This is an optimization exercise on Yosys and OpenROAD, whose aim is small area and a short achievable clock period, not a production implementation.
In this exercise RTL edits were held to simulation tests only and were not proved equivalent to the original.

## sparc_alu_reg
module sparc_alu_reg (
    input             clk,
    input      [31:0] valA_in,
    input      [31:0] valB_in,
    input      [1:0]  op_in,
    input      [2:0]  op2_in,
    input      [21:0] imm22_in,
    input      [5:0]  op3_in,
    input             i_in,
    input      [12:0] simm13_in,
    input      [31:0] pc_in,
    input             a_in,
    input      [3:0]  cond_in,
    input      [29:0] disp30_in,
    input      [3:0]  icc_in,
    input      [31:0] y_in,
    output reg [63:0] res_out,
    output reg [31:0] target_out,
    output reg        mux_sel_out,
    output reg [3:0]  icc_out,
    output reg [31:0] y_out,
    output reg        a_out,
    output reg        trap_out
);
    reg [31:0] r_valA, r_valB, r_pc, r_y;
    reg [1:0]  r_op;
    reg [2:0]  r_op2;
    reg [21:0] r_imm22;
    reg [5:0]  r_op3;
    reg        r_i, r_a;
    reg [12:0] r_simm13;
    reg [3:0]  r_cond, r_icc;
    reg [29:0] r_disp30;
    wire [63:0] w_res;
    wire [31:0] w_target, w_y;
    wire        w_mux_sel, w_a, w_trap;
    wire [3:0]  w_icc;
    always @(posedge clk) begin
        r_valA   <= valA_in;
        r_valB   <= valB_in;
        r_op     <= op_in;
        r_op2    <= op2_in;
        r_imm22  <= imm22_in;
        r_op3    <= op3_in;
        r_i      <= i_in;
        r_simm13 <= simm13_in;
        r_pc     <= pc_in;
        r_a      <= a_in;
        r_cond   <= cond_in;
        r_disp30 <= disp30_in;
        r_icc    <= icc_in;
        r_y      <= y_in;
        res_out     <= w_res;
        target_out  <= w_target;
        mux_sel_out <= w_mux_sel;
        icc_out     <= w_icc;
        y_out       <= w_y;
        a_out       <= w_a;
        trap_out    <= w_trap;
    end
    ALU alu (
        .ALU_valA_in(r_valA), .ALU_valB_in(r_valB), .ALU_op_in(r_op),
        .ALU_op2_in(r_op2), .ALU_imm22_in(r_imm22), .ALU_op3_in(r_op3),
        .ALU_i_in(r_i), .ALU_simm13_in(r_simm13), .ALU_res_out(w_res),
  ...
Settings: LEC_CHECK=0, ABC_AREA=1, CAP_MARGIN=60, CORE_MARGIN=2, CORE_UTILIZATION=55, CTS_BUF_LIST=sky130_fd_sc_hd__clkbuf_4, PLACE_DENSITY=0.72, SLEW_MARGIN=60; clock period 400.0 ns.
standard.sh (not shown) runs the stock make flow with config.mk's settings and CLKGATE_MAP_FILE= SYNTH_SCRIPT=/design/flow/synth_recipe.tcl, a recipe that flattens the netlist after the stock synthesis.
==> flow/flow/run.sh <==
#!/bin/bash
# Own flow: the standard layout (standard.sh: the standard synthesis and every ORFS step
# unchanged), except that the port buffers that ORFS's buffer_ports inserts during placement
# are the library's smallest buffer, sky130_fd_sc_hd__buf_1 (ORFS's BUFFER_PORTS_ARGS), instead
# of the cell the resizer picks by default. Every input and output port still gets a buffer.
set -euo pipefail
bash standard.sh "BUFFER_PORTS_ARGS=-buffer_cell sky130_fd_sc_hd__buf_1" finish > layout.log 2>&1
==> next run, changes <==
- CTS_BUF_LIST: sky130_fd_sc_hd__clkbuf_4 -> default
- PLACE_DENSITY: 0.72 -> 0.85
Result: The new run completed with no timing, DRC or antenna violations; utilization stays flat; via count went up by 0.96%; clock-buffer cell count decreases by 74; setup slack gets better by 180 ps; clock skew fell by 32 ps; cell area is about the same; die area is unchanged.
==> next run, changes <==
- PLACE_DENSITY: 0.85 -> default
The changed run ran to the end with no violations.
Cell area increases slightly.
Synthesized area does not change.
Flip-flop and latch count stays the same.
Hold slack degrades by 66 ps.
Count of clock-buffer cells in the layout goes up by 2.
Register-to-register slack is better by 1100 ps.
Final cell count is about the same.
Sequential share of layout area is about the same.
Critical path depth does not change.
==> next run, changes <==
- CTS_BUF_LIST: default -> sky130_fd_sc_hd__clkbuf_8
- PLACE_DENSITY: default -> 0.72
What happened:
- The new run passed the timing, design-rule and antenna checks
- maximum frequency is about the same
- setup slack is worse by 110 ps
- critical path depth does not change
- final area fell by 0.33%
- routed wire length fell by 5.7%
- die area stays the same
- final cell count is about the same
- non-clock buffer count fell by 7


Another version of the RTL of sparc_alu_reg (not shown whole).
Size: about 16,000 cells after synthesis, roughly 350 flip-flops, roughly 350 I/O pins, ~110,000 um^2 of cells after synthesis.
clock: 400.0 ns
lec_check: 0
abc_area: 1
cap_margin: 50
core_margin: 2
core_utilization: 55
slew_margin: 50
run.sh (not shown) runs the stock make flow with config.mk's settings and CLKGATE_MAP_FILE= SYNTH_SCRIPT=/design/flow/synth_recipe.tcl, a recipe that flattens the netlist after the stock synthesis.
Stock flow here: none of the scripts above is used.
Edit:
CAP_MARGIN = 20   (was 50)
SLEW_MARGIN = 20   (was 50)
Outcome:
- The changed run passed the timing, design-rule and antenna checks
- register-to-register slack is worse by 2.0 ns
- hold slack is about the same
- area after synthesis stays the same
- die area stays the same
- fmax falls by a few percent
- routed wire length is about the same
- utilization falls by 0.23 points


== run E ==
sparc_alu_reg, a different RTL version from the one above (not shown whole).
Size in the first run: about 16,000 cells after synthesis, roughly 350 flip-flops, ~110,000 um2 of cells after synthesis.
==> flow/config.mk <==
export PLATFORM = sky130hd
export DESIGN_NAME = sparc_alu_reg
export DESIGN_NICKNAME = sparc_alu_reg
export VERILOG_FILES = /design/flow/design.v
export SDC_FILE = /design/flow/constraint.sdc
export NUM_CORES = 8
export LEC_CHECK = 0
export ABC_AREA = 1
export CAP_MARGIN = 50
export CORE_MARGIN = 2
export CORE_UTILIZATION = 55
export SLEW_MARGIN = 50
==> flow/constraint.sdc <==
create_clock -name core_clock -period 400.0 [get_ports {clk}]
set_input_delay 80.0000 -clock core_clock [delete_from_list [all_inputs] [get_ports {clk}]]
set_output_delay 80.0000 -clock core_clock [all_outputs]
set_load 0.01 [all_outputs]
standard.sh (not shown) runs the stock make flow with config.mk's settings and CLKGATE_MAP_FILE= SYNTH_SCRIPT=/design/flow/synth_recipe.tcl, a recipe that flattens the netlist after the stock synthesis.
Scripts as last shown in full above: flow/flow/run.sh
Run E reached the end of the flow, and the finished layout is clean on the timing, design-rule and antenna checks.
What run B does differently from run E at the input level:
-- flow/config.mk --
<<< run E, line 7
export LEC_CHECK = 0
export ABC_AREA = 1
export CAP_MARGIN = 50
export CORE_MARGIN = 2
export CORE_UTILIZATION = 55
export SLEW_MARGIN = 50
>>> run B, line 7
export LEC_CHECK = 0
export ABC_AREA = 1
export CAP_MARGIN = 60
export CORE_MARGIN = 2
export CORE_UTILIZATION = 55
export SLEW_MARGIN = 60
### Flow results
- Run B finished every stage and its layout cleared the timing, design-rule and antenna checks.
- Compared with run E, run B has extra setup slack.
- Termination of the worst setup path: res_out[3] -> run B, res_out[29] -> run E
- Relative to run E, the required time of the critical path of run B is lower by 80.49 ns.
- Diff run E..run B | cell count | negligible


lane 1:
sparc_alu_reg, a different RTL version from the one above (not shown whole).
Size: about 17,000 cells after synthesis, ~350 flip-flops, ~350 I/O pins.
Settings: LEC_CHECK=0, ABC_AREA=1, CAP_MARGIN=60, CORE_MARGIN=2, CORE_UTILIZATION=60, SLEW_MARGIN=60; clock period 400.0 ns.
run.sh (not shown) runs the stock make flow with config.mk's settings and CLKGATE_MAP_FILE= SYNTH_SCRIPT=/design/flow/synth_recipe.tcl, a recipe that flattens the netlist after the stock synthesis.
Stock flow here: none of the scripts above is used.
Inputs modified between lane 1 and lane 2:
Settings: swapping 60 for 70 in SLEW_MARGIN; swapping 60 for 70 in CAP_MARGIN; swapping 60 for 55 in CORE_UTILIZATION.
Lane 2 ended up with icc_out[2] as its start point of the critical path; lane 1 ended up with y_out[18].
Worst hold slack: lane 2 vs lane 1 up 0.011 ns
Comparing lane 1 and lane 2, final cell area excluding filler cells is lower on lane 1.
Lane 2 vs. lane 1: multi-input gate share of the layout cell area has decreased, xor-xnor portion of the synthesized cell area level.
Lane 2 vs. lane 1: filler-free cell count of the finished design went up by 234.
Wire: lane 2 routes more than lane 1
Changes in lane 3 relative to lane 2:
Settings: SLEW_MARGIN: 70 -> 50; CAP_MARGIN: 70 -> 50.
==> flow/flow/run.sh (new file) <==
#!/bin/bash
# Own flow: the standard layout (standard.sh: the standard synthesis and every ORFS step
# unchanged), except that the port buffers that ORFS's buffer_ports inserts during placement
# are the library's smallest buffer, sky130_fd_sc_hd__buf_1 (ORFS's BUFFER_PORTS_ARGS), instead
# of the cell the resizer picks by default. Every input and output port still gets a buffer.
set -euo pipefail
bash standard.sh "BUFFER_PORTS_ARGS=-buffer_cell sky130_fd_sc_hd__buf_1" finish > layout.log 2>&1
==> flow/standard.sh (new file) <==
#!/bin/bash
# synth_recipe.tcl (not shown) runs the flow's synth.tcl, then flattens the netlist and writes it again
# the make line also repeats each setting of config.mk as NAME=value (left out here)
make -C /OpenROAD-flow-scripts/flow DESIGN_CONFIG=/design/flow/config.mk WORK_HOME=/design/flow/orfs CLKGATE_MAP_FILE= SYNTH_SCRIPT=/design/flow/synth_recipe.tcl "${@:-finish}"
removed: flow/run.sh
### Flow results
Number of levels the H-tree was split into (lane 3 over lane 2): increase, 1. Compare lane 2 and lane 3 | share of cell area taken by flip-flops and latches lower: lane 2. Against lane 2, worst hold slack in lane 3 came out worse. Lane 2 and lane 3 all finish clean. Lane 2 has a higher non-filler instance count after layout than lane 3. Relative to lane 2, fraction of standard cell area in multi-input logic has gone up in lane 3. Looking at critical path launch point, the icc_out[2] result is from lane 2; the res_out[11] one comes from lane 3.
What lane 4 does differently from lane 3 at the input level:
==> flow/run.sh (new file) <==
#!/bin/bash
# synth_recipe.tcl (not shown) runs the flow's synth.tcl, then flattens the netlist and writes it again
# the make line also repeats each setting of config.mk as NAME=value (left out here)
make -C /OpenROAD-flow-scripts/flow DESIGN_CONFIG=/design/flow/config.mk WORK_HOME=/design/flow/orfs CLKGATE_MAP_FILE= SYNTH_SCRIPT=/design/flow/synth_recipe.tcl finish
removed: flow/flow/run.sh
removed: flow/standard.sh
Results
Relative to lane 3, lane 4 degrades final area. On least setup slack across all paths after layout, lane 3 beats lane 4. ~same sequential share of layout area in lane 4 and lane 3. Number of antenna violations at the first check in global routing ended up 18% lower on lane 4 than on lane 3. Lane 3 tops out at a higher clock frequency than lane 4. Delta (lane 4 minus lane 3): average wire per standard cell decreased by 2.7% relative to the old numbers; routed length on met2 decreased by 4100 µm relative to the old numbers. Lane 4 vs lane 3 on CTS H-tree depth: lane 4 is the lower one. Lane 3 -> lane 4: number of different library cells in the post-synthesis netlist delta 0, exact match. Looking at worst slack at placement, lane 4 sits 0.39 ns lower than lane 3 does.
Input changes introduced in lane 5 (baseline for comparison: lane 4):
Settings: CORE_UTILIZATION: 55 -> 60.
### Flow results
- Looking at lane 5 and lane 4, the area of all placed cells without fillers is a wash.
- Worst setup slack on lane 5 is ahead of lane 4.
- | number of placed cells counting well taps | lower: lane 5 |
- Of lane 5 and lane 4, the run reporting the higher count of routing violations after the opening detailed-route iteration was lane 5.
- From lane 4 to lane 5 the numbers moved as follows: global-route track usage on met2 higher.


Starting RTL as in the previous note.
export LEC_CHECK = 0
export ABC_AREA = 1
export CAP_MARGIN = 60
export CORE_MARGIN = 2
export CORE_UTILIZATION = 55
export SLEW_MARGIN = 60
create_clock -name core_clock -period 400.0 [get_ports {clk}]
standard.sh (not shown) runs the stock make flow with config.mk's settings and CLKGATE_MAP_FILE= SYNTH_SCRIPT=/design/flow/synth_recipe.tcl, a recipe that flattens the netlist after the stock synthesis.
==> flow/flow/run.sh <==
#!/bin/bash
# Own flow: the standard layout (standard.sh: the standard synthesis and every ORFS step
# unchanged), except that the port buffers that ORFS's buffer_ports inserts during placement
# are the library's smallest buffer, sky130_fd_sc_hd__buf_1 (ORFS's BUFFER_PORTS_ARGS), instead
# of the cell the resizer picks by default. Every input and output port still gets a buffer.
set -euo pipefail
bash standard.sh "BUFFER_PORTS_ARGS=-buffer_cell sky130_fd_sc_hd__buf_1" finish > layout.log 2>&1
The starting point completed with no timing, DRC or antenna violations.
==> next run, changes <==
Settings changed: CAP_MARGIN 60 to 50, CORE_UTILIZATION 55 to 60, SLEW_MARGIN 60 to 50.
Effect:
- The new run finished with timing, DRC and antenna clean
- routed wire length decreases by 6.5%
- maximum frequency is about the same
- die area is lower by 8.3%

re-timing with driven ports:
The results above use ideal ports. As a check the final layouts listed here were re-extracted and re-timed, cells and wires unchanged. Step 1 sets driving cells, clkbuf_16 on the clock port and buf_2 on the other inputs (assumed; they add their load-dependent delay and slew). Step 2 times the ports against the registers' clock, not the clock port: input delays grow and output delays shrink by t, the midpoint of the rising clock arrivals with the driver on. Three values: ideal, step 1, step 2; two values: the first two.
run | t (ns) | setup WS [ns] | hold slack, ns | worst setup path at the end | slew at the worst register clock pin (ns)
the first run of note 1 | 0.885 | 318.627 / 318.563 / 319.448 | 0.436 / 0.436 / 0.436 | register to output | 0.08 / 0.08
the second run of note 1 | 0.639 | 318.808 / 318.758 / 319.097 | 0.509 / 0.509 / 0.509 | register to register | 0.08 / 0.08
the third run of note 1 | 0.639 | 318.884 / 318.821 / 319.459 | 0.443 / 0.443 / 0.443 | register to output | 0.07 / 0.07
the fourth run of note 1 | 0.690 | 318.776 / 318.710 / 319.400 | 0.456 / 0.456 / 0.456 | register to output | 0.08 / 0.08
the first run of note 2 | 0.689 | 314.736 / 314.736 / 314.736 | 0.429 / 0.429 / 0.429 | register to register | 0.08 / 0.08
the second run of note 2 | 0.676 | 312.764 / 312.764 / 312.764 | 0.430 / 0.430 / 0.430 | register to register | 0.09 / 0.09
run E | 0.621 | 317.796 / 317.796 / 317.796 | 0.451 / 0.451 / 0.451 | register to register | 0.07 / 0.07
run B | 0.628 | 318.813 / 318.751 / 319.315 | 0.451 / 0.451 / 0.451 | register to register | 0.07 / 0.07
lane 1 | 0.724 | 318.448 / 318.365 / 319.088 | 0.433 / 0.433 / 0.433 | register to output | 0.08 / 0.08
lane 2 | 0.745 | 318.314 / 318.223 / 318.968 | 0.444 / 0.444 / 0.444 | register to output | 0.08 / 0.08
lane 3 | 0.696 | 318.817 / 318.722 / 319.408 | 0.428 / 0.428 / 0.428 | input to register | 0.08 / 0.08
lane 4 | 0.750 | 318.282 / 318.188 / 318.643 | 0.437 / 0.437 / 0.437 | register to register | 0.08 / 0.08
lane 5 | 0.736 | 318.437 / 318.345 / 319.026 | 0.434 / 0.434 / 0.434 | register to register | 0.08 / 0.08
the first run of note 5 | 0.703 | 318.798 / 318.700 / 319.403 | 0.428 / 0.428 / 0.428 | register to output | 0.08 / 0.08
the second run of note 5 | 0.726 | 318.657 / 318.657 / 318.657 | 0.423 / 0.423 / 0.423 | register to register | 0.08 / 0.08
After both steps setup and hold are still met in every run listed.
